Context: an optimization exercise on an open-source flow, tuned for small area and a short achievable clock period. The choices shown serve that exercise and are no tape-out recipe. At most, simulation tests tie the RTL to the original design; equivalence was not proved. Only the layout flow was run in runs 4 and 5; the RTL was not checked for function there. The flow treats the clock pin as an ideal source. Dropping or thinning the clock tree relies on that and would not hold on a real chip. Power is estimated from default activity; no workload was simulated.

<file path="flow/design.v">
module axis_fifo
#(
    parameter DATA_WIDTH  = 32,  
    parameter FIFO_DEPTH  = 32   
)
(
    input  logic                      clk_i,
    input  logic                      arstn_i,
    input  logic [DATA_WIDTH   - 1:0] s_axis_tdata_i,
    input  logic                      s_axis_tvalid_i,
    input  logic                      s_axis_tlast_i,
    input  logic [DATA_WIDTH/8 - 1:0] s_axis_tuser_i,
    input  logic [DATA_WIDTH/8 - 1:0] s_axis_tkeep_i,
    output logic                      s_axis_tready_o,
    input  logic                      m_axis_tready_i,
    output logic [DATA_WIDTH   - 1:0] m_axis_tdata_o,
    output logic                      m_axis_tvalid_o,
    output logic                      m_axis_tlast_o
    ,
    output logic [DATA_WIDTH/8 - 1:0] m_axis_tuser_o
    ,
    output logic [DATA_WIDTH/8 - 1:0] m_axis_tkeep_o
);
    localparam ADDR_WIDTH = $clog2(FIFO_DEPTH);
    localparam NSTORE     = FIFO_DEPTH - 2;      
    localparam UW = DATA_WIDTH/8;
    localparam KW = DATA_WIDTH/8;
    localparam W = DATA_WIDTH + 1 + UW + KW;     
    logic [W - 1:0] in_s;
    logic [W - 1:0] head_q;
    assign in_s[DATA_WIDTH - 1:0] = s_axis_tdata_i;
    assign in_s[DATA_WIDTH]       = s_axis_tlast_i;
    assign m_axis_tdata_o         = head_q[DATA_WIDTH - 1:0];
    assign m_axis_tlast_o         = head_q[DATA_WIDTH];
    assign in_s[DATA_WIDTH + 1 +: UW] = s_axis_tuser_i;
    assign m_axis_tuser_o             = head_q[DATA_WIDTH + 1 +: UW];
    assign in_s[DATA_WIDTH + 1 + UW +: KW] = s_axis_tkeep_i;
    assign m_axis_tkeep_o                  = head_q[DATA_WIDTH + 1 + UW +: KW];
    logic                    valid_q;    
    logic                    nfull_q;    
    logic                    snfull_q;   
    logic                    sfull_q;    
    logic                    ofull_q;    
    logic                    ovalid_q;   
    logic                    le1_q;      
    logic [NSTORE - 1:0]     sel_q;      
    logic                    par_q;
    logic wr_s, rd_s, up_s, dn_s, nfull_d;
    logic sh_s, hold_s;
    assign wr_s = s_axis_tvalid_i & nfull_q;
    assign rd_s = m_axis_tready_i & valid_q;
    assign up_s = wr_s & ~rd_s;
    assign dn_s = rd_s & ~wr_s;
    assign nfull_d = rd_s | (nfull_q & ~(sel_q[NSTORE - 2] & wr_s));
    assign sh_s   = s_axis_tvalid_i & snfull_q;
    assign hold_s = ~s_axis_tvalid_i | sfull_q;
    assign s_axis_tready_o = ~ofull_q;
    assign m_axis_tvalid_o = ovalid_q;
    always_ff @(posedge clk_i or negedge arstn_i) begin
        if (!arstn_i) begin
            valid_q <= 1'b0;
            nfull_q <= 1'b1;
            snfull_q <= 1'b1;
            sfull_q  <= 1'b0;
            ofull_q  <= 1'b0;
            ovalid_q <= 1'b0;
            le1_q   <= 1'b1;
            sel_q   <= '0;
            par_q   <= 1'b0;
        end else begin
            valid_q <= wr_s | (valid_q & ~(m_axis_tready_i & le1_q));
            nfull_q <= nfull_d;
            snfull_q <= rd_s | (~sfull_q & ~(sel_q[NSTORE - 2] & wr_s));
            sfull_q  <= ~nfull_d;
            ofull_q  <= ~rd_s & (ofull_q | (sel_q[NSTORE - 2] & wr_s));
            ovalid_q <= wr_s | (ovalid_q & ~(m_axis_tready_i & le1_q));
            le1_q   <= ~valid_q | (le1_q & ~up_s) | (sel_q[0] & dn_s);
            if (up_s)
                sel_q <= {sel_q[NSTORE - 2:0], valid_q & le1_q};
            else if (dn_s)
                sel_q <= {1'b0, sel_q[NSTORE - 1:1]};
            par_q   <= ~par_q;
        end
    end
    logic [W - 1:0] store_q [NSTORE];
    logic [W - 1:0] enc_s;
    assign enc_s = in_s ^ {W{par_q}};
    always_ff @(posedge clk_i) begin
        store_q[0] <= ~((enc_s | {W{hold_s}}) & (store_q[0] | {W{sh_s}}));
        for (int i = 1; i < NSTORE; i++)
            store_q[i] <= ~((store_q[i - 1] | {W{hold_s}}) & (store_q[i] | {W{sh_s}}));
    end
    logic [W - 1:0] rdmux_s;
    always_comb begin
        rdmux_s = '0;
        for (int i = 0; i < NSTORE; i++)
            rdmux_s = rdmux_s | (store_q[i] & {W{sel_q[i]}});
    end
    always_ff @(posedge clk_i or negedge arstn_i) begin
        if (!arstn_i)
            head_q <= '0;
        else if (~valid_q | m_axis_tready_i)
            head_q <= le1_q ? in_s : (rdmux_s ^ {W{par_q}});
    end
endmodule
</file>
<file path="flow/flow/run.sh">
#!/bin/bash
set -euo pipefail
work=$(pwd)
bash standard.sh \
  "PRE_DETAIL_PLACE_TCL=$work/flow/pre_detail_place.tcl" \
  "PRE_CTS_TCL=$work/flow/pre_cts.tcl" \
  "CTS_ARGS=-sink_clustering_enable -repair_clock_nets -dont_use_dummy_load -sink_clustering_size 30 -sink_clustering_max_diameter 120" \
  "BUFFER_PORTS_ARGS=-buffer_cell sky130_fd_sc_hd__buf_4" \
  finish > "$work/standard.log" 2>&1
</file>
<file path="flow/flow/pre_cts.tcl">
# Sourced by ORFS's cts.tcl before clock tree synthesis (PRE_CTS_TCL).
#
# TritonCTS builds an H-tree with a root buffer and an intermediate level
# above the leaf buffers that drive the flip-flops. This wraps
# clock_tree_synthesis so that, once TritonCTS is done, the leaf buffers are
# split into NROOT groups by their angle around the die centre and each group
# is driven by its own clkbuf_16 placed at the group's centroid, fed straight
# from the clock port. The port then drives NROOT buffer inputs, and every
# flip-flop still sees the same number of buffer stages (root, leaf), so the
# tree stays balanced; it is just one level shallower.

set ::flatten_nroot 4

proc flatten_clock_tree { nroot } {
  set db [ord::get_db]
  set block [ord::get_db_block]
  set clknet [$block findNet clk_i]
  set master [$db findMaster sky130_fd_sc_hd__clkbuf_16]
  set leaves {}
  set others {}
  foreach inst [$block getInsts] {
    set n [$inst getName]
    if {![string match "clkbuf_*" $n]} continue
    if {[string match "clkbuf_leaf_*" $n]} { lappend leaves $inst } else { lappend others $inst }
  }
  puts "flatten_clock_tree: [llength $leaves] leaf buffers, removing [llength $others] upper buffers"
  if {[llength $leaves] == 0} { return }
  set die [$block getDieArea]
  set cx [expr {([$die xMin] + [$die xMax]) / 2.0}]
  set cy [expr {([$die yMin] + [$die yMax]) / 2.0}]
  set items {}
  foreach l $leaves {
    set loc [$l getLocation]
    lappend items [list [expr {atan2([lindex $loc 1] - $cy, [lindex $loc 0] - $cx)}] $l]
  }
  set items [lsort -real -index 0 $items]
  set per [expr {int(ceil([llength $items] / double($nroot)))}]
  foreach inst $others {
    set outnet ""
    foreach it [$inst getITerms] {
      if {[$it isOutputSignal] && [$it getNet] ne "NULL"} { set outnet [$it getNet] }
    }
    odb::dbInst_destroy $inst
    if {$outnet ne "" && [$outnet getName] ne "clk_i"} { odb::dbNet_destroy $outnet }
  }
  for {set g 0} {$g < $nroot} {incr g} {
    set grp [lrange $items [expr {$g * $per}] [expr {($g + 1) * $per - 1}]]
    if {[llength $grp] == 0} continue
    set sx 0
    set sy 0
    foreach it $grp {
      set loc [[lindex $it 1] getLocation]
      set sx [expr {$sx + [lindex $loc 0]}]
      set sy [expr {$sy + [lindex $loc 1]}]
    }
    set sx [expr {int($sx / [llength $grp])}]
    set sy [expr {int($sy / [llength $grp])}]
    set root [odb::dbInst_create $block $master "clkbuf_root_$g"]
    $root setLocation $sx $sy
    $root setPlacementStatus PLACED
    set rnet [odb::dbNet_create $block "clknet_root_$g"]
    $rnet setSigType CLOCK
    [$root findITerm A] connect $clknet
    [$root findITerm X] connect $rnet
    foreach it $grp {
      set a [[lindex $it 1] findITerm A]
      $a disconnect
      $a connect $rnet
    }
    puts "flatten_clock_tree: root $g at ($sx, $sy) drives [llength $grp] leaf buffers"
  }
}

rename clock_tree_synthesis tritoncts_clock_tree_synthesis
proc clock_tree_synthesis { args } {
  tritoncts_clock_tree_synthesis {*}$args
  flatten_clock_tree $::flatten_nroot
}
</file>
<file path="flow/flow/pre_detail_place.tcl">
# Sourced by ORFS's detail_place.tcl before detailed placement
# (PRE_DETAIL_PLACE_TCL). buffer_ports puts each output port's buffer at the
# port, so the register behind it drives the whole wire to the die edge.
# Moving the buffer next to the cell that drives it (detailed placement then
# legalizes it) leaves the register a short net and lets the buffer drive
# the long wire instead.

proc move_output_buffers { } {
  set block [ord::get_db_block]
  set n 0
  foreach bt [$block getBTerms] {
    if {[$bt getIoType] ne "OUTPUT"} continue
    set net [$bt getNet]
    if {$net eq "NULL"} continue
    set buf ""
    foreach it [$net getITerms] {
      if {[$it isOutputSignal]} { set buf [$it getInst] }
    }
    if {$buf eq ""} continue
    set drv ""
    foreach it [$buf getITerms] {
      if {[$it isInputSignal] && [$it getNet] ne "NULL"} {
        foreach jt [[$it getNet] getITerms] {
          if {[$jt isOutputSignal]} { set drv [$jt getInst] }
        }
      }
    }
    if {$drv eq ""} continue
    set loc [$drv getLocation]
    $buf setLocation [lindex $loc 0] [lindex $loc 1]
    incr n
  }
  puts "move_output_buffers: moved $n output buffers next to their drivers"
}

move_output_buffers
</file>
<file path="flow/standard.sh">
#!/bin/bash
# synth_recipe.tcl (not shown) runs the flow's synth.tcl, then flattens the netlist and writes it again
# the make line also repeats each setting of config.mk as NAME=value (left out here)
make -C /OpenROAD-flow-scripts/flow DESIGN_CONFIG=/design/flow/config.mk WORK_HOME=/design/flow/orfs CLKGATE_MAP_FILE= SYNTH_SCRIPT=/design/flow/synth_recipe.tcl "${@:-finish}"
</file>
<file path="flow/config.mk">
export PLATFORM = sky130hd
export DESIGN_NAME = axis_fifo
export DESIGN_NICKNAME = axis_fifo
export VERILOG_FILES = /design/flow/design.v
export SDC_FILE = /design/flow/constraint.sdc
export NUM_CORES = 4
export LEC_CHECK = 0
export CAP_MARGIN = 20
export CORE_MARGIN = 2
export CORE_UTILIZATION = 65
export CTS_CLUSTER_DIAMETER = 60
export CTS_CLUSTER_SIZE = 30
export PLACE_DENSITY = 0.75
export SETUP_SLACK_MARGIN = 4.2
export SLEW_MARGIN = 20
</file>
<file path="flow/constraint.sdc">
create_clock -name core_clock -period 6.5 [get_ports {clk_i}]
set_input_delay 1.3000 -clock core_clock [delete_from_list [all_inputs] [get_ports {clk_i}]]
set_output_delay 1.3000 -clock core_clock [all_outputs]
set_load 0.01 [all_outputs]
</file>
==> impl_metrics.tcl, run 1 <==
set metrics [dict create \
    outcome "no timing/DRC/antenna violations" \
    syn2layout_area_growth_pct 3.03 \
    path_max_fanout 231 \
    drc 0 \
    arrival_ns 2.75 \
    rsz0062_at_grt "yes" \
    fillCellCount 5512 \
    ys_types 31 \
    grt_max_degree 232 \
    post-route-period-util 0.378 \
    min-delay-start "store_q[15][35]$_DFF_P_" \
    chipHeight_um 270 \
    cts_sinks 1309 \
    core_area_mm2 0.0701 \
    nets 4026 \
    cp_slowest_cell "buf_16" \
    grt-ovfl-total 0 \
    drt-wirelength-per-cell_um 28.5 \
    start_util 0.658 \
    ff_latch_area_mm2 0.0267 \
    yosys_warnings 2 \
    io_pins 88 \
    vias 36900 \
    syn_inst 4227 \
    synth-seq-area-share 0.576 \
    fin_cells 4918 \
    start_kind "input port" \
    hold_viol_final 0 \
    die_x_um 270 \
    largest_register_ffs 1230 \
    reg_top3 "store_q x1230, head_q x41, sel_q x30" \
    cp-end-kind "register" \
    die-area_mm2 0.0732 \
    critPathLaunch "s_axis_tvalid_i" \
    setup_viol 0 \
    grt_antenna_before_repair 2 \
    min-delay-path-class "reg -> reg" \
    p_per_area_mw_per_mm2 249 \
    critPathMaxStageDelay_ns 0.49 \
    max-slew-margin-rel 0.188 \
    drtPass1Iterations 9 \
    place_inst 4829 \
    cp_cell_sequence "buf_4 -> and2_4 -> buf_16 -> o22ai_1" \
    crit_buf_inv 2 \
    multi_input_area_mm2 0.0165 \
    ctsHoldBuffers 0 \
    ir_drop_mv 0.247 \
    period_minus_slack_ns 2.46 \
    via_per_inst 7.51 \
    p_leak_nw 16.9 \
    dp_hpwl_mm 65.6 \
    avgSynthCellArea_um2 10.9 \
    first_iter_violations 5217 \
    clkTransAtPathRegs_ns 0.11 \
    grt_util_all_layers 0.361 \
    io_buffers 87 \
    finClkSkew_ns 0.0286 \
    tns_ns 0 \
    grt_pass1_vias 33300 \
    reg2reg_from "sel_q[2]$_DFFE_PN0P_" \
    drv_cap 0 \
    setup_slack_ns 4.04 \
    grt_pass1_wl_mm 206 \
    finalMaxSlewViolations 0 \
    top_register "store_q" \
    totalWireLength_mm 140 \
    ant_nets 0 \
    critical_path_class "in -> reg" \
    rows 97 \
    fmax_ghz 0.406 \
    syn_area_mm2 0.0462 \
    syn-num-nets 4274 \
    layout_common_cells "o22ai_1 (1,230), dfxtp_1 (1,230), a22oi_1 (558)" \
    gp_congestion 0.790 \
    crit_family "buffers and inverters" \
    crit_required_ns 6.79 \
    place_ws_ns 2.86 \
    drive_above_1_share 0.0878 \
    tightest_slew_ns 1.22 \
    ys_ff_latch 1309 \
    clock_latency_ns 0.45 \
]
[what timing repair did]
action	in CTS	in global routing
resized for setup	56	18
pin swaps	2	1
gates cloned	8	4
setup endpoints to repair	1276	813
setup buffers	22	6
[logic make-up (layout without fill, tap and decap cells)]
logic type	after synthesis	count (layout)	synth area share
buffers and inverters	467	212	0.0682
XOR/XNOR	41	41	0.00778
flip-flops	1309	1309	0.576
AO/OA/AOI/OAI	1960	1960	0.285
other	0	1	0
AND/OR/NAND/NOR	420	425	0.0556
multiplexers	28	28	0.00607
adder cells (fa/ha/maj)	2	2	0.000542
[power breakdown]
group          switching, W  total [W]  internal [W]
sequential        0.0000101    0.00805       0.00804
combinational     0.0000654   0.000129     0.0000636
clock               0.00233    0.00367       0.00134
[Yosys cell counts (all sizes together)]
master | n | area [um^2]
mux2i | 28 | 280
dfxtp | 1230 | 24600
o21ai | 71 | 355
nor3 | 41 | 405
ha | 2 | 25.0
nand4 | 123 | 769
and2 | 1 | 6.26
a22oi | 615 | 4900
a31oi | 1 | 6.26
xor2 | 41 | 359
nor2b | 1 | 6.26
and4 | 1 | 8.76
buf | 417 | 2960
and3b | 40 | 350
o22ai | 1230 | 7690
inv | 5 | 18.8
dfrtp | 76 | 1900
nand2b | 4 | 25.0
nand3b | 42 | 315
nand3 | 42 | 210
dfstp | 3 | 78.8
clkbuf | 45 | 169
a21oi | 43 | 215
nor2 | 83 | 312
nand2 | 42 | 158
[per-stage QoR]
step	power, W	hold slack [ns]	instance area (um^2)	util
3_3_place_gp	0.00834	0.428	45400	0.648
2_1_floorplan	0.00826	0.424	46200	-
6_report	0.0118	0.428	47600	0.678
3_5_place_dp	0.00834	0.439	45400	0.648
4_1_cts	0.0118	0.433	47300	0.674
5_1_grt	0.0121	0.465	47600	0.678
[layout make-up, without the clock buffers]
cell class / count / share of cell area
timing repair buffer: 159 / 0.0408
buffer: 4 / 0.00210
sequential: 1309 / 0.562
inverter: 5 / 0.000395
multi-input combinational: 2456 / 0.347
tap: 940 / 0.0247
antenna: 1 / 0.0000526
[per-layer routing]
layer,vias to the layer above,global-route usage,share of wire,routed length [um]
li1,16300,-,-,-
met1,18200,0.505,0.40,56100
met2,2097,0.560,0.45,63200
met3,413,0.0596,0.10,14400
met4,4,0.144,0.045,6340
met5,-,0,0.00020,28
[path summary, 6_finish.rpt]
path | endpoint | slack [ns] | depth (start not counted)
max reg2reg | head_q[31]$_DFFE_PN0P_ | 4.20 | 6
min reg2reg | store_q[16][35]$_DFF_P_ | 0.43 | 1
min | store_q[16][35]$_DFF_P_ | 0.43 | 1
max | store_q[17][22]$_DFF_P_ | 4.04 | 4
min in group asynchronous | head_q[32]$_DFFE_PN0P_ | 0.95 | 1
max in group asynchronous | sel_q[1]$_DFFE_PN0P_ | 4.53 | 2
[worst reg2reg max path: stages (launching register included)]
cell and delay (ns):
dfrtp_4 0.81, buf_4 0.62, a22oi_1 0.20, nand4_1 0.15, nor2_1 0.08, and3b_1 0.20
nor3_2 0.16
==> run 2, diff against run 1 <==
==> flow/flow/run.sh (replaced) <==
#!/bin/bash
set -euo pipefail
work=$(pwd)
bash standard.sh \
  "PRE_DETAIL_PLACE_TCL=$work/flow/pre_detail_place.tcl" \
  "PRE_CTS_TCL=$work/flow/pre_cts.tcl" \
  "CTS_ARGS=-sink_clustering_enable -repair_clock_nets -dont_use_dummy_load -sink_clustering_size 30 -sink_clustering_max_diameter 60" \
  "BUFFER_PORTS_ARGS=-buffer_cell sky130_fd_sc_hd__buf_4" \
  finish > "$work/standard.log" 2>&1
--- a/flow/config.mk
+++ b/flow/config.mk
@@ -10,6 +10,7 @@
 export CORE_UTILIZATION = 65
 export CTS_CLUSTER_DIAMETER = 60
 export CTS_CLUSTER_SIZE = 30
+export GPL_ROUTABILITY_DRIVEN = 0
 export PLACE_DENSITY = 0.75
 export SETUP_SLACK_MARGIN = 4.2
 export SLEW_MARGIN = 20
==> impl_metrics.tcl, run 2 <==
set metrics [dict create \
    crit_required_ns 5.20 \
    grt_util_all_layers 0.363 \
    ys_ff_latch 1309 \
    grt_pass1_vias 33300 \
    synth_edf_count 0 \
    first_iter_violations 5342 \
    start_util 0.658 \
    synth_top_flop_cell "dfxtp_1" \
    drtPass1Iterations 6 \
    p_per_area_mw_per_mm2 257 \
    post-route-period-util 0.363 \
    start_kind "register" \
    hold_viol_final 0 \
    place_ws_ns 2.86 \
    vias 37100 \
    p_leak_nw 17.0 \
    grt-ovfl-total 0 \
    place_inst 4829 \
    finalMaxSlewViolations 0 \
    synth-seq-area-share 0.576 \
    totalWireLength_mm 140 \
    ys_types 31 \
    min-delay-path-class "reg -> reg" \
    grt_max_degree 139 \
    syn_area_mm2 0.0462 \
    setup_slack_ns 4.14 \
    drv_cap 0 \
    drc 0 \
    cts_sinks 1309 \
    cp_cell_sequence "buf_6" \
    finClkSkew_ns 0.0570 \
    yosysTopAreaCell "dfxtp_1" \
    fmax_ghz 0.424 \
    cp-end-kind "primary output" \
    synth.top_cell.area_share 0.534 \
    synthTopCellsByCount "dfxtp_1 (1,230), o22ai_1 (1,230), a22oi_1 (558)" \
    fin_cells 4929 \
    syn-num-nets 4274 \
    arrival_ns 1.06 \
    crit_family "flip-flops" \
    yosys_warnings 2 \
    tns_ns 0 \
    grt_pass1_wl_mm 207 \
    core_area_mm2 0.0701 \
    clock_latency_ns 0.49 \
    ant_nets 0 \
    max-slew-margin-rel 0.185 \
    io_pins 88 \
    outcome "no timing/DRC/antenna violations" \
    ctsHoldBuffers 0 \
    rows 97 \
    critical_path_class "reg -> out" \
    via_per_inst 7.53 \
    die-area_mm2 0.0732 \
    syn_inst 4227 \
    tightest_slew_ns 1.22 \
    path_max_fanout 2 \
    dp_hpwl_mm 65.6 \
    syn2layout_area_growth_pct 3.64 \
    nets 4038 \
    critPathMaxStageDelay_ns 0.42 \
    io_buffers 87 \
    die_x_um 270 \
    reg_top3 "store_q x1230, head_q x41, sel_q x30" \
    drt-wirelength-per-cell_um 28.4 \
    top_register "store_q" \
    largest_register_ffs 1230 \
    fin_util 0.682 \
    rsz0062_at_grt "yes" \
    grt_antenna_before_repair 2 \
    synthArstFlopShare 0.0604 \
    ir_drop_mv 0.229 \
    drive_above_1_share 0.0905 \
    clkTransAtPathRegs_ns 0.11 \
    avgSynthCellArea_um2 10.9 \
    cp_slowest_cell "dfrtp_1" \
    period_minus_slack_ns 2.36 \
    layout_common_cells "o22ai_1 (1,230), dfxtp_1 (1,230), a22oi_1 (558)" \
    antenna_cells 0 \
    chipHeight_um 270 \
    synth_area_leaders "dfxtp_1 (53%), o22ai_1 (17%), a22oi_1 (9.1%)" \
    crit_buf_inv 1 \
    setup_viol 0 \
]
==> run 2: final timing paths <==
path                       cells after the start                      end               startpoint  slack (ns)
max                                            1        m_axis_tdata_o[0]    head_q[0]$_DFFE_PN0P_        4.14
max in group asynchronous                      2     sel_q[8]$_DFFE_PN0P_                  arstn_i        4.54
max reg2reg                                    6   head_q[28]$_DFFE_PN0P_     sel_q[2]$_DFFE_PN0P_        4.20
min in group asynchronous                      1   head_q[32]$_DFFE_PN0P_                  arstn_i        0.91
min                                            1  store_q[18][32]$_DFF_P_  store_q[17][32]$_DFF_P_        0.40
min reg2reg                                    1  store_q[18][32]$_DFF_P_  store_q[17][32]$_DFF_P_        0.40
==> run 2: report_power, final <==
part           internal, W  leakage [nW]  switching [W]
Sequential         0.00803          12.2      0.0000102
Combinational    0.0000640          4.02      0.0000654
Clock              0.00172         0.776        0.00241
==> run 2: final cells by class, without the clock buffers <==
type	count	area [um^2]
inverters	5	18.8
well taps	940	1180
flip-flops and latches	1309	26700
fillers	5514	22300
repair buffers	156	1850
plain buffers	4	100
multi-input cells	2456	16500
==> run 2: metal layers <==
metal	vias up	routed length, um	GRT usage
met3	393	14200	0.0583
met2	2105	63100	0.563
li1	16300	-	-
met4	2	6500	0.150
met5	-	16	0
met1	18300	56100	0.507
==> run 2: cell families after synthesis <==
family	Yosys count	synth area share
compound gates	1960	0.285
simple gates	420	0.0556
xor+xnor	41	0.00778
fa+ha+maj	2	0.000542
buf+inv	467	0.0682
flops	1309	0.576
mux	28	0.00607
==> run 2: metrics by stage <==
step	hold slack, ns	power (W)	area, um^2
2_1_floorplan	0.424	0.00826	46200
3_3_place_gp	0.428	0.00834	45400
3_5_place_dp	0.439	0.00834	45400
4_1_cts	0.403	0.0123	47600
5_1_grt	0.408	0.0126	47800
6_report	0.397	0.0123	47800
==> run 2: timing repair <==
action / CTS / global route
resized for setup: 61 / 12
setup buffers: 19 / 7
gates cloned: 9 / 2
pin swaps: 3 / 1
setup endpoints to repair: 1257 / 234
==> run 3, diff against run 2 <==
--- a/flow/config.mk
+++ b/flow/config.mk
@@ -10,7 +10,6 @@
 export CORE_UTILIZATION = 65
 export CTS_CLUSTER_DIAMETER = 60
 export CTS_CLUSTER_SIZE = 30
-export GPL_ROUTABILITY_DRIVEN = 0
 export PLACE_DENSITY = 0.75
 export SETUP_SLACK_MARGIN = 4.2
 export SLEW_MARGIN = 20
==> impl_metrics.tcl, run 3 <==
set metrics [dict create \
    hold_viol_final 0 \
    setup_viol 0 \
    syn2layout_area_growth_pct 3.64 \
    drtPass1Iterations 6 \
    start_util 0.658 \
    reg2reg_depth 6 \
    ir_drop_mv 0.229 \
    drt-wirelength-per-cell_um 28.4 \
    antenna_cells 0 \
    reg2reg_slack_ns 4.20 \
    core_area_mm2 0.0701 \
    rsz0062_at_grt "yes" \
    ys_ff_latch 1309 \
    via_per_inst 7.53 \
    critPathMaxStageDelay_ns 0.42 \
    use_met3 0.0583 \
    totalWireLength_mm 140 \
    syn_area_mm2 0.0462 \
    cp-end-kind "primary output" \
    syn-num-nets 4274 \
    yosys_warnings 2 \
    synthArstFlopShare 0.0604 \
    rows 97 \
    crit_buf_inv 1 \
    gp_congestion 0.790 \
    ant_nets 0 \
    grt_util_all_layers 0.363 \
    critical_path_class "reg -> out" \
    regToRegEndpoint "head_q[28]$_DFFE_PN0P_" \
    grt.busiest_layer "met2" \
    grt_pass1_wl_mm 207 \
    min-delay-start "store_q[17][32]$_DFF_P_" \
    syn_inst 4227 \
    reg_top3 "store_q x1230, head_q x41, sel_q x30" \
    setup_slack_ns 4.14 \
    ys_types 31 \
    min-delay-path-class "reg -> reg" \
    clkTransAtPathRegs_ns 0.11 \
    die_x_um 270 \
    cp_slowest_cell "dfrtp_1" \
    tns_ns 0 \
    avgSynthCellArea_um2 10.9 \
    grt_pass1_vias 33300 \
    layout_common_cells "o22ai_1 (1,230), dfxtp_1 (1,230), a22oi_1 (558)" \
    top_register "store_q" \
    fin_util 0.682 \
    synth_edf_count 0 \
    max-slew-margin-rel 0.185 \
    p_leak_nw 17.0 \
    place_ws_ns 2.86 \
    outcome "no timing/DRC/antenna violations" \
    cp_cell_sequence "buf_6" \
    clock_latency_ns 0.49 \
    grt_antenna_before_repair 2 \
    synth.top_cell.area_share 0.534 \
    crit_required_ns 5.20 \
    multi_input_area_mm2 0.0165 \
    synth_top_flop_cell "dfxtp_1" \
    io_buffers 87 \
    dpl_cell_area_mm2 0.0454 \
    period_minus_slack_ns 2.36 \
    grt-ovfl-total 0 \
    power.total_w 0.0123 \
    drc 0 \
    yosysTopAreaCell "dfxtp_1" \
    synth-seq-area-share 0.576 \
    cts_sinks 1309 \
    first_iter_violations 5342 \
    synth_area_leaders "dfxtp_1 (53%), o22ai_1 (17%), a22oi_1 (9.1%)" \
    path_max_fanout 2 \
    start_kind "register" \
    fmax_ghz 0.424 \
    grt_use_met2 0.563 \
    tightest_slew_ns 1.22 \
    p_per_area_mw_per_mm2 257 \
    finClkSkew_ns 0.0570 \
    whs_path_depth 1 \
    io_pins 88 \
    met1_usage 0.507 \
    drv_cap 0 \
    ff_latch_area_mm2 0.0267 \
    reg2reg_from "sel_q[2]$_DFFE_PN0P_" \
    grt_max_degree 139 \
    whs_endpoint "store_q[18][32]$_DFF_P_" \
    post-route-period-util 0.363 \
    synthTopCellsByCount "dfxtp_1 (1,230), o22ai_1 (1,230), a22oi_1 (558)" \
    drive_above_1_share 0.0905 \
    finalMaxSlewViolations 0 \
    die-area_mm2 0.0732 \
    dp_hpwl_mm 65.6 \
    crit_family "flip-flops" \
    vias 37100 \
    arrival_ns 1.06 \
    postLayoutCellArea_mm2 0.0478 \
    chipHeight_um 270 \
    largest_register_ffs 1230 \
    nets 4038 \
    fillCellCount 5514 \
    ctsHoldBuffers 0 \
]
## run 3: cell counts in the layout (fill, tap and decap cells not counted)
Identical to the previous run, type by type.
## run 3: worst max-delay path by stage
stage	slack [ns]	cells past startpoint	from	to
2_1_floorplan	4.16	6	s_axis_tvalid_i	sel_q[10]$_DFFE_PN0P_
3_3_place_gp	2.94	6	m_axis_tready_i	head_q[5]$_DFFE_PN0P_
3_5_place_dp	2.86	6	m_axis_tready_i	head_q[31]$_DFFE_PN0P_
4_1_cts	4.13	1	head_q[26]$_DFFE_PN0P_	m_axis_tdata_o[26]
5_1_grt	4.11	1	head_q[26]$_DFFE_PN0P_	m_axis_tdata_o[26]
6_report	4.14	1	head_q[0]$_DFFE_PN0P_	m_axis_tdata_o[0]
## run 3: where the power goes
| group | internal [W] | switching [W] | total (W) |
|---|---|---|---|
| Clock | 0.00172 | 0.00241 | 0.00413 |
| Sequential | 0.00803 | 0.0000102 | 0.00804 |
| Combinational | 0.0000640 | 0.0000654 | 0.000129 |
| Total | 0.00982 | 0.00248 | 0.0123 |
## run 3: through the flow
| stage | hold slack (ns) | cells |
|---|---|---|
| after floorplan | 0.424 | 4227 |
| after global placement | 0.428 | 4829 |
| after detailed placement | 0.439 | 4829 |
| after CTS | 0.403 | 4920 |
| after global routing | 0.408 | 4929 |
| final | 0.397 | 4929 |
## run 3: layout make-up, without the clock buffers
cell class              instances  area share
well taps                     940      0.0246
flip-flops and latches       1309       0.559
inverters                       5    0.000392
repair buffers                156      0.0387
plain buffers                   4     0.00209
multi-input cells            2456       0.345
## run 3: cell families after synthesis
group / share of synthesized area
adder cells (fa/ha/maj): 0.000542
multiplexers: 0.00607
flip-flops: 0.576
AO/OA/AOI/OAI: 0.285
buffers and inverters: 0.0682
XOR/XNOR: 0.00778
AND/OR/NAND/NOR: 0.0556
## run 3: timing repair
action,CTS,global route
gates cloned,9,2
endpoints found under the setup margin,1257,234
gates resized for setup,61,12
pin swaps,3,1
buffers inserted,19,7
## run 3: per-layer routing
metal	vias up	routed length [um]
met5	-	16
met4	2	6500
met3	393	14200
met2	2105	63100
met1	18300	56100
li1	16300	-
==> run 4, diff against run 3 <==
--- a/flow/design.v
+++ b/flow/design.v
@@ -26,6 +26,7 @@
     localparam UW = DATA_WIDTH/8;
     localparam KW = DATA_WIDTH/8;
     localparam W = DATA_WIDTH + 1 + UW + KW;     
+    localparam NGRP = 4;                         
     logic [W - 1:0] in_s;
     logic [W - 1:0] head_q;
     assign in_s[DATA_WIDTH - 1:0] = s_axis_tdata_i;
@@ -38,30 +39,30 @@
     assign m_axis_tkeep_o                  = head_q[DATA_WIDTH + 1 + UW +: KW];
     logic                    valid_q;    
     logic                    nfull_q;    
-    logic                    snfull_q;   
-    logic                    sfull_q;    
+    logic [NGRP - 1:0]       snfull_q;   
+    logic [NGRP - 1:0]       sfull_q;    
     logic                    ofull_q;    
     logic                    ovalid_q;   
     logic                    le1_q;      
     logic [NSTORE - 1:0]     sel_q;      
     logic                    par_q;
     logic wr_s, rd_s, up_s, dn_s, nfull_d;
-    logic sh_s, hold_s;
+    logic [NGRP - 1:0] sh_s, hold_s;
     assign wr_s = s_axis_tvalid_i & nfull_q;
     assign rd_s = m_axis_tready_i & valid_q;
     assign up_s = wr_s & ~rd_s;
     assign dn_s = rd_s & ~wr_s;
     assign nfull_d = rd_s | (nfull_q & ~(sel_q[NSTORE - 2] & wr_s));
-    assign sh_s   = s_axis_tvalid_i & snfull_q;
-    assign hold_s = ~s_axis_tvalid_i | sfull_q;
+    assign sh_s   = {NGRP{s_axis_tvalid_i}} & snfull_q;
+    assign hold_s = {NGRP{~s_axis_tvalid_i}} | sfull_q;
     assign s_axis_tready_o = ~ofull_q;
     assign m_axis_tvalid_o = ovalid_q;
     always_ff @(posedge clk_i or negedge arstn_i) begin
         if (!arstn_i) begin
             valid_q <= 1'b0;
             nfull_q <= 1'b1;
-            snfull_q <= 1'b1;
-            sfull_q  <= 1'b0;
+            snfull_q <= '1;
+            sfull_q  <= '0;
             ofull_q  <= 1'b0;
             ovalid_q <= 1'b0;
             le1_q   <= 1'b1;
@@ -70,8 +71,10 @@
         end else begin
             valid_q <= wr_s | (valid_q & ~(m_axis_tready_i & le1_q));
             nfull_q <= nfull_d;
-            snfull_q <= rd_s | (~sfull_q & ~(sel_q[NSTORE - 2] & wr_s));
-            sfull_q  <= ~nfull_d;
+            for (int g = 0; g < NGRP; g++) begin
+                snfull_q[g] <= rd_s | (snfull_q[g] & ~(sel_q[NSTORE - 2] & wr_s));
+                sfull_q[g]  <= ~rd_s & (sfull_q[g] | (sel_q[NSTORE - 2] & wr_s));
+            end
             ofull_q  <= ~rd_s & (ofull_q | (sel_q[NSTORE - 2] & wr_s));
             ovalid_q <= wr_s | (ovalid_q & ~(m_axis_tready_i & le1_q));
             le1_q   <= ~valid_q | (le1_q & ~up_s) | (sel_q[0] & dn_s);
@@ -86,9 +89,10 @@
     logic [W - 1:0] enc_s;
     assign enc_s = in_s ^ {W{par_q}};
     always_ff @(posedge clk_i) begin
-        store_q[0] <= ~((enc_s | {W{hold_s}}) & (store_q[0] | {W{sh_s}}));
+        store_q[0] <= ~((enc_s | {W{hold_s[0]}}) & (store_q[0] | {W{sh_s[0]}}));
         for (int i = 1; i < NSTORE; i++)
-            store_q[i] <= ~((store_q[i - 1] | {W{hold_s}}) & (store_q[i] | {W{sh_s}}));
+            store_q[i] <= ~((store_q[i - 1] | {W{hold_s[i * NGRP / NSTORE]}})
+                            & (store_q[i] | {W{sh_s[i * NGRP / NSTORE]}}));
     end
     logic [W - 1:0] rdmux_s;
     always_comb begin
==> impl_metrics.tcl, run 4 <==
set metrics [dict create \
    syn_inst 4256 \
    drive_above_1_share 0.105 \
    ir_drop_mv 0.276 \
    totalWireLength_mm 150 \
    critPathMaxStageDelay_ns 0.42 \
    clkTransAtPathRegs_ns 0.11 \
    top_register "store_q" \
    core_area_mm2 0.0712 \
    yosysTopAreaCell "dfxtp_1" \
    arrival_ns 1.07 \
    p_per_area_mw_per_mm2 319 \
    rows 98 \
    cp-end-kind "primary output" \
    period_minus_slack_ns 2.37 \
    reg2reg_slack_ns 4.18 \
    chipHeight_um 272 \
    vias 38200 \
    grt_util_all_layers 0.388 \
    crit_cells 1 \
    drc 0 \
    drtPass1Iterations 8 \
    grt_max_degree 120 \
    cp_slowest_cell "dfrtp_1" \
    via_per_inst 7.65 \
    fmax_ghz 0.422 \
    path_max_fanout 2 \
    synthArstFlopShare 0.0646 \
    grt_pass1_wl_mm 220 \
    p_leak_nw 17.0 \
    start_kind "register" \
    ant_nets 0 \
    outcome "no timing/DRC/antenna violations" \
    multi_input_area_mm2 0.0169 \
    synth_top_flop_cell "dfxtp_1" \
    whs_path_depth 1 \
    synthTopCellsByCount "dfxtp_1 (1,230), o22ai_1 (1,230), a22oi_1 (524)" \
    min-delay-path-class "reg -> reg" \
    synth_edf_count 0 \
    min-delay-start "store_q[15][10]$_DFF_P_" \
    fillCellCount 5505 \
    setup_viol 0 \
    critical_path_class "reg -> out" \
    grt-ovfl-total 0 \
    io_buffers 87 \
    whs_endpoint "store_q[16][10]$_DFF_P_" \
    synth_area_leaders "dfxtp_1 (53%), o22ai_1 (17%), a22oi_1 (8.5%)" \
    largest_register_ffs 1230 \
    cp_cell_sequence "buf_6" \
    die-area_mm2 0.0738 \
    drt-wirelength-per-cell_um 30.1 \
    rsz0062_at_grt "yes" \
    syn2layout_area_growth_pct 3.98 \
    grt_pass1_vias 35500 \
    reg2reg_depth 6 \
    post-route-period-util 0.365 \
    avgSynthCellArea_um2 10.9 \
    io_pins 88 \
    layout_common_cells "o22ai_1 (1,230), dfxtp_1 (1,230), a22oi_1 (524)" \
    ys_ff_latch 1315 \
    max-slew-margin-rel 0.160 \
    synth.top_cell.area_share 0.529 \
    crit_required_ns 5.20 \
    synth-seq-area-share 0.575 \
    syn_area_mm2 0.0466 \
    cts_sinks 1315 \
    crit_buf_inv 1 \
    gp_congestion 0.817 \
    nets 4086 \
    clock_latency_ns 0.50 \
    start_util 0.653 \
    ys_types 35 \
    yosys_warnings 2 \
    hold_viol_final 0 \
    reg2reg_from "sel_q[0]$_DFFE_PN0P_" \
    drv_cap 0 \
    syn-num-nets 4303 \
    crit_family "flip-flops" \
    ff_latch_area_mm2 0.0268 \
    tns_ns 0 \
    first_iter_violations 5962 \
    regToRegEndpoint "head_q[20]$_DFFE_PN0P_" \
    tightest_slew_ns 1.26 \
    power.total_w 0.0154 \
    reg_top3 "store_q x1230, head_q x41, sel_q x30" \
    finClkSkew_ns 0.0603 \
    grt_antenna_before_repair 6 \
    finalMaxSlewViolations 0 \
    dp_hpwl_mm 73.5 \
    die_x_um 272 \
]
run 4: power by group:
part           leakage, nW  total [W]  internal [W]  switching, W
Sequential            12.0     0.0102       0.00921       0.00102
Clock                0.764    0.00413       0.00169       0.00244
Combinational         4.24    0.00107      0.000641      0.000430
run 4: cells by family (layout without fill, tap and decap cells):
kind of cell / count (synthesis) / count (layout) / share of synthesized area
AND/OR/NAND/NOR: 443 / 456 / 0.0573
multiplexers: 28 / 28 / 0.00602
flip-flops: 1315 / 1315 / 0.575
XOR/XNOR: 41 / 41 / 0.00771
other: 0 / 3 / 0
AO/OA/AOI/OAI: 1959 / 1959 / 0.287
buffers and inverters: 468 / 236 / 0.0671
adder cells (fa/ha/maj): 2 / 2 / 0.000537
run 4: routing by layer:
metal  routed length, um  share of wire  track usage
met5                   0              0            0
met4                8500          0.057        0.189
met3               18800           0.13       0.0802
met2               65300           0.43        0.596
met1               57600           0.38        0.525
run 4: repair_timing:
item / in CTS / in global routing
endpoints found under the hold margin: 0 / 0
pin swaps: 5 / 2
setup buffers: 19 / 6
gates cloned: 14 / 5
hold buffers: 0 / 0
gates resized for setup: 88 / 19
endpoints found under the setup margin: 1181 / 762
run 4: worst max path at each step:
stage / start / to / slack, ns
5_1_grt: head_q[36]$_DFFE_PN0P_ / m_axis_tuser_o[3] / 4.12
2_1_floorplan: s_axis_tvalid_i / sel_q[10]$_DFFE_PN0P_ / 4.15
3_5_place_dp: m_axis_tready_i / head_q[20]$_DFFE_PN0P_ / 3.00
6_report: head_q[38]$_DFFE_PN0P_ / m_axis_tkeep_o[1] / 4.13
3_3_place_gp: m_axis_tready_i / head_q[7]$_DFFE_PN0P_ / 3.05
4_1_cts: s_axis_tvalid_i / store_q[3][9]$_DFF_P_ / 4.09
run 4: final cells by class, without the clock buffers:
class | count | share of cell area
flip-flops and latches | 1315 | 0.554
multi-input cells | 2486 | 0.348
repair buffers | 170 | 0.0403
well taps | 950 | 0.0246
plain buffers | 4 | 0.00207
inverters | 4 | 0.000310
diodes | 3 | 0.000155
run 4: per-stage QoR:
step / util / hold slack (ns) / cells / area (um^2) / setup WS [ns]
floorplan: - / 0.424 / 4256 / 46600 / 4.15
global placement: 0.644 / 0.430 / 4881 / 45900 / 3.05
detailed placement: 0.644 / 0.438 / 4881 / 45900 / 3.00
CTS: 0.677 / 0.412 / 4976 / 48200 / 4.09
global route: 0.679 / 0.428 / 4988 / 48400 / 4.12
finish: 0.679 / 0.417 / 4990 / 48400 / 4.13
==> run 5, diff against run 4 <==
==> flow/flow/run.sh (replaced) <==
#!/bin/bash
set -euo pipefail
work=$(pwd)
bash standard.sh \
  "PRE_DETAIL_PLACE_TCL=$work/flow/pre_detail_place.tcl" \
  "PRE_CTS_TCL=$work/flow/pre_cts.tcl" \
  "CTS_ARGS=-sink_clustering_enable -repair_clock_nets -dont_use_dummy_load -sink_clustering_size 30 -sink_clustering_max_diameter 120" \
  "BUFFER_PORTS_ARGS=-buffer_cell sky130_fd_sc_hd__buf_4" \
  finish > "$work/standard.log" 2>&1
==> impl_metrics.tcl, run 5 <==
set metrics [dict create \
    finalMaxSlewViolations 0 \
    fin_cells 4978 \
    grt-ovfl-total 0 \
    vias 38100 \
    drtPass1Iterations 6 \
    dpl_cell_area_mm2 0.0459 \
    grt_pass1_wl_mm 219 \
    totalWireLength_mm 151 \
    grt_antenna_before_repair 4 \
    ys_types 35 \
    ant_nets 0 \
    ys_ff_latch 1315 \
    drc 0 \
    syn_inst 4256 \
    p_int_w 0.0112 \
    synthTopCellsByCount "dfxtp_1 (1,230), o22ai_1 (1,230), a22oi_1 (524)" \
    crit_required_ns 6.87 \
    largest_register_ffs 1230 \
    postLayoutCellArea_mm2 0.0481 \
    synthArstFlopShare 0.0646 \
    syn2layout_area_growth_pct 3.30 \
    synth-simple-area-share 0.0573 \
    nets 4073 \
    top_register "store_q" \
    path_max_fanout 30 \
    synth_top_flop_cell "dfxtp_1" \
    max-slew-margin-rel 0.166 \
    p_leak_nw 16.9 \
    critical_path_class "reg -> reg" \
    muxShareOfSynthArea 0.00602 \
    drv_cap 0 \
    rows 98 \
    min-delay-path-class "reg -> reg" \
    start_util 0.653 \
    drt-wirelength-per-cell_um 30.2 \
    p_seq_frac 0.683 \
    synthAdderAreaFrac 0.000538 \
    reg_top3 "store_q x1230, head_q x41, sel_q x30" \
    clock_latency_ns 0.46 \
    synth.top_cell.area_share 0.529 \
    die-area_mm2 0.0738 \
    synth_area_leaders "dfxtp_1 (53%), o22ai_1 (17%), a22oi_1 (8.5%)" \
    p_clk_frac 0.246 \
    syn-num-nets 4303 \
    p_per_area_mw_per_mm2 311 \
    outcome "no timing/DRC/antenna violations" \
    yosys_warnings 2 \
    tightest_slew_ns 1.25 \
    cts_sinks 1315 \
    grt_max_degree 120 \
    start_kind "register" \
    fmax_ghz 0.428 \
    synth_top_family_by_area "compound AO/OA/AOI/OAI gates" \
    first_iter_violations 5686 \
    gp_congestion 0.817 \
    grt_util_all_layers 0.387 \
    post-route-period-util 0.359 \
    ctsHoldBuffers 0 \
    tns_ns 0 \
    clkTransAtPathRegs_ns 0.11 \
    yosysTopAreaCell "dfxtp_1" \
    hold_viol_final 0 \
    grt_pass1_vias 35200 \
    fillCellCount 5566 \
    drive_above_1_share 0.102 \
    via_per_inst 7.66 \
    ir_drop_mv 0.323 \
    synth_compound_area_frac 0.287 \
    place_inst 4881 \
    layout_common_cells "o22ai_1 (1,230), dfxtp_1 (1,230), a22oi_1 (524)" \
    synth_xor_area_frac 0.00771 \
    synth_edf_count 0 \
    setup_viol 0 \
    io_pins 88 \
    cp-end-kind "register" \
    avgSynthCellArea_um2 10.9 \
    switchingPower_w 0.00379 \
    combPwrFrac 0.071 \
    arrival_ns 2.71 \
    io_buffers 87 \
    syn_area_mm2 0.0466 \
    period_minus_slack_ns 2.34 \
    synth-seq-area-share 0.575 \
    chipHeight_um 272 \
    switching_share 0.253 \
    die_x_um 272 \
    dp_hpwl_mm 73.5 \
    finClkSkew_ns 0.0212 \
    rsz0062_at_grt "yes" \
    core_area_mm2 0.0712 \
]
[run 5: cell counts after synthesis]
Identical to the previous run, type by type.
[run 5: worst paths after layout]
| kind | slack [ns] | to | depth (start not counted) | start |
|---|---|---|---|---|
| worst max-delay path | 4.16 | head_q[20]$_DFFE_PN0P_ | 6 | sel_q[11]$_DFFE_PN0P_ |
| worst min-delay path | 0.45 | store_q[17][38]$_DFF_P_ | 1 | store_q[16][38]$_DFF_P_ |
| worst max register to register | 4.16 | head_q[20]$_DFFE_PN0P_ | 6 | sel_q[11]$_DFFE_PN0P_ |
| worst min register to register | 0.45 | store_q[17][38]$_DFF_P_ | 1 | store_q[16][38]$_DFF_P_ |
| max in group asynchronous | 4.48 | sel_q[21]$_DFFE_PN0P_ | 2 | arstn_i |
| min in group asynchronous | 0.89 | head_q[1]$_DFFE_PN0P_ | 1 | arstn_i |
[run 5: power by group through the flow]
stage	combinational, W	clock, W	sequential [W]
after floorplan	0.000836	0	0.0101
after global placement	0.000955	0	0.0103
after detailed placement	0.00102	0	0.0103
after CTS	0.00105	0.00368	0.0102
after global routing	0.00116	0.00396	0.0103
final	0.00107	0.00368	0.0102
[run 5: metal layers]
metal / track usage / vias to the layer above / routed length (um)
met3: 0.0808 / 541 / 18300
met4: 0.195 / 0 / 8600
met5: 0 / - / 0
met1: 0.520 / 18600 / 58100
met2: 0.594 / 2656 / 65500
li1: - / 16400 / -
[run 5: cells by family (layout without fill, tap and decap cells)]
family | Yosys count | after routing
adder cells (fa/ha/maj) | 2 | 2
other | 0 | 4
flip-flops | 1315 | 1315
buffers and inverters | 468 | 222
AO/OA/AOI/OAI | 1959 | 1959
XOR/XNOR | 41 | 41
multiplexers | 28 | 28
AND/OR/NAND/NOR | 443 | 457
[run 5: cell type report, without the clock buffers]
| class | instances | area (um^2) | share of cell area |
|---|---|---|---|
| Antenna cell | 4 | 10.0 | 0.000208 |
| Buffer | 4 | 100 | 0.00208 |
| Inverter | 4 | 15.0 | 0.000312 |
| Multi-Input combinational cell | 2487 | 16900 | 0.351 |
| Sequential cell | 1315 | 26800 | 0.558 |
| Tap cell | 950 | 1190 | 0.0247 |
| Timing Repair Buffer | 170 | 1970 | 0.0410 |
[run 5: per-stage QoR]
step                worst slack [ns]  hold slack, ns  total power, W  utilization
global placement                3.05           0.430          0.0113        0.644
finish                          4.16           0.453          0.0150        0.675
global route                    4.16           0.473          0.0155        0.675
floorplan                       4.15           0.424          0.0109            -
detailed placement              3.00           0.438          0.0114        0.644
CTS                             4.06           0.458          0.0149        0.672
[run 5: repair_timing]
action,4_1_cts,5_1_grt
endpoints found under the hold margin,0,0
setup buffers,17,7
setup endpoints to repair,1179,913
pin swaps,5,3
resized for setup,81,27
cloned,14,7
[run 5: worst max-delay path, cell delays in order (launching register included)]
cell     delay (ns)
dfrtp_2        0.71
buf_4          0.73
a22oi_1        0.20
nand3_1        0.13
nor2_1         0.07
and3b_1        0.18
nor3_2         0.20

==> re-timing with driven ports <==
The results above use ideal ports. As a check the final layouts listed here were re-extracted and re-timed, cells and wires unchanged.
Step 1 assumes that a clkbuf_16 drives the clock port and a buf_2 every other input.
Step 2 times the ports against the registers' clock, not the clock port: input delays grow and output delays shrink by t, the midpoint of the rising clock arrivals with the driver on.
a / b / c = ideal / step 1 / step 2; a / b = the first two.
run | shift t [ns] | setup slack, ns | worst setup path after step 2 | worst register clock-pin slew, ns
run 1 | 0.583 | 4.040 / 4.040 / 3.576 | input to register | 0.12 / 0.12
run 2 | 0.609 | 4.143 / 4.001 / 3.738 | input to register | 0.11 / 0.11
run 3 | 0.609 | 4.143 / 4.001 / 3.738 | input to register | 0.11 / 0.11
run 4 | 0.618 | 4.128 / 3.985 / 3.657 | input to register | 0.11 / 0.11
run 5 | 0.585 | 4.163 / 4.037 / 3.652 | input to register | 0.12 / 0.12
After both steps setup and hold are still met in every run listed. For run 5, which loses most, drivers alone change the setup slack by -0.126 ns; drivers and shift together by -0.511 ns.
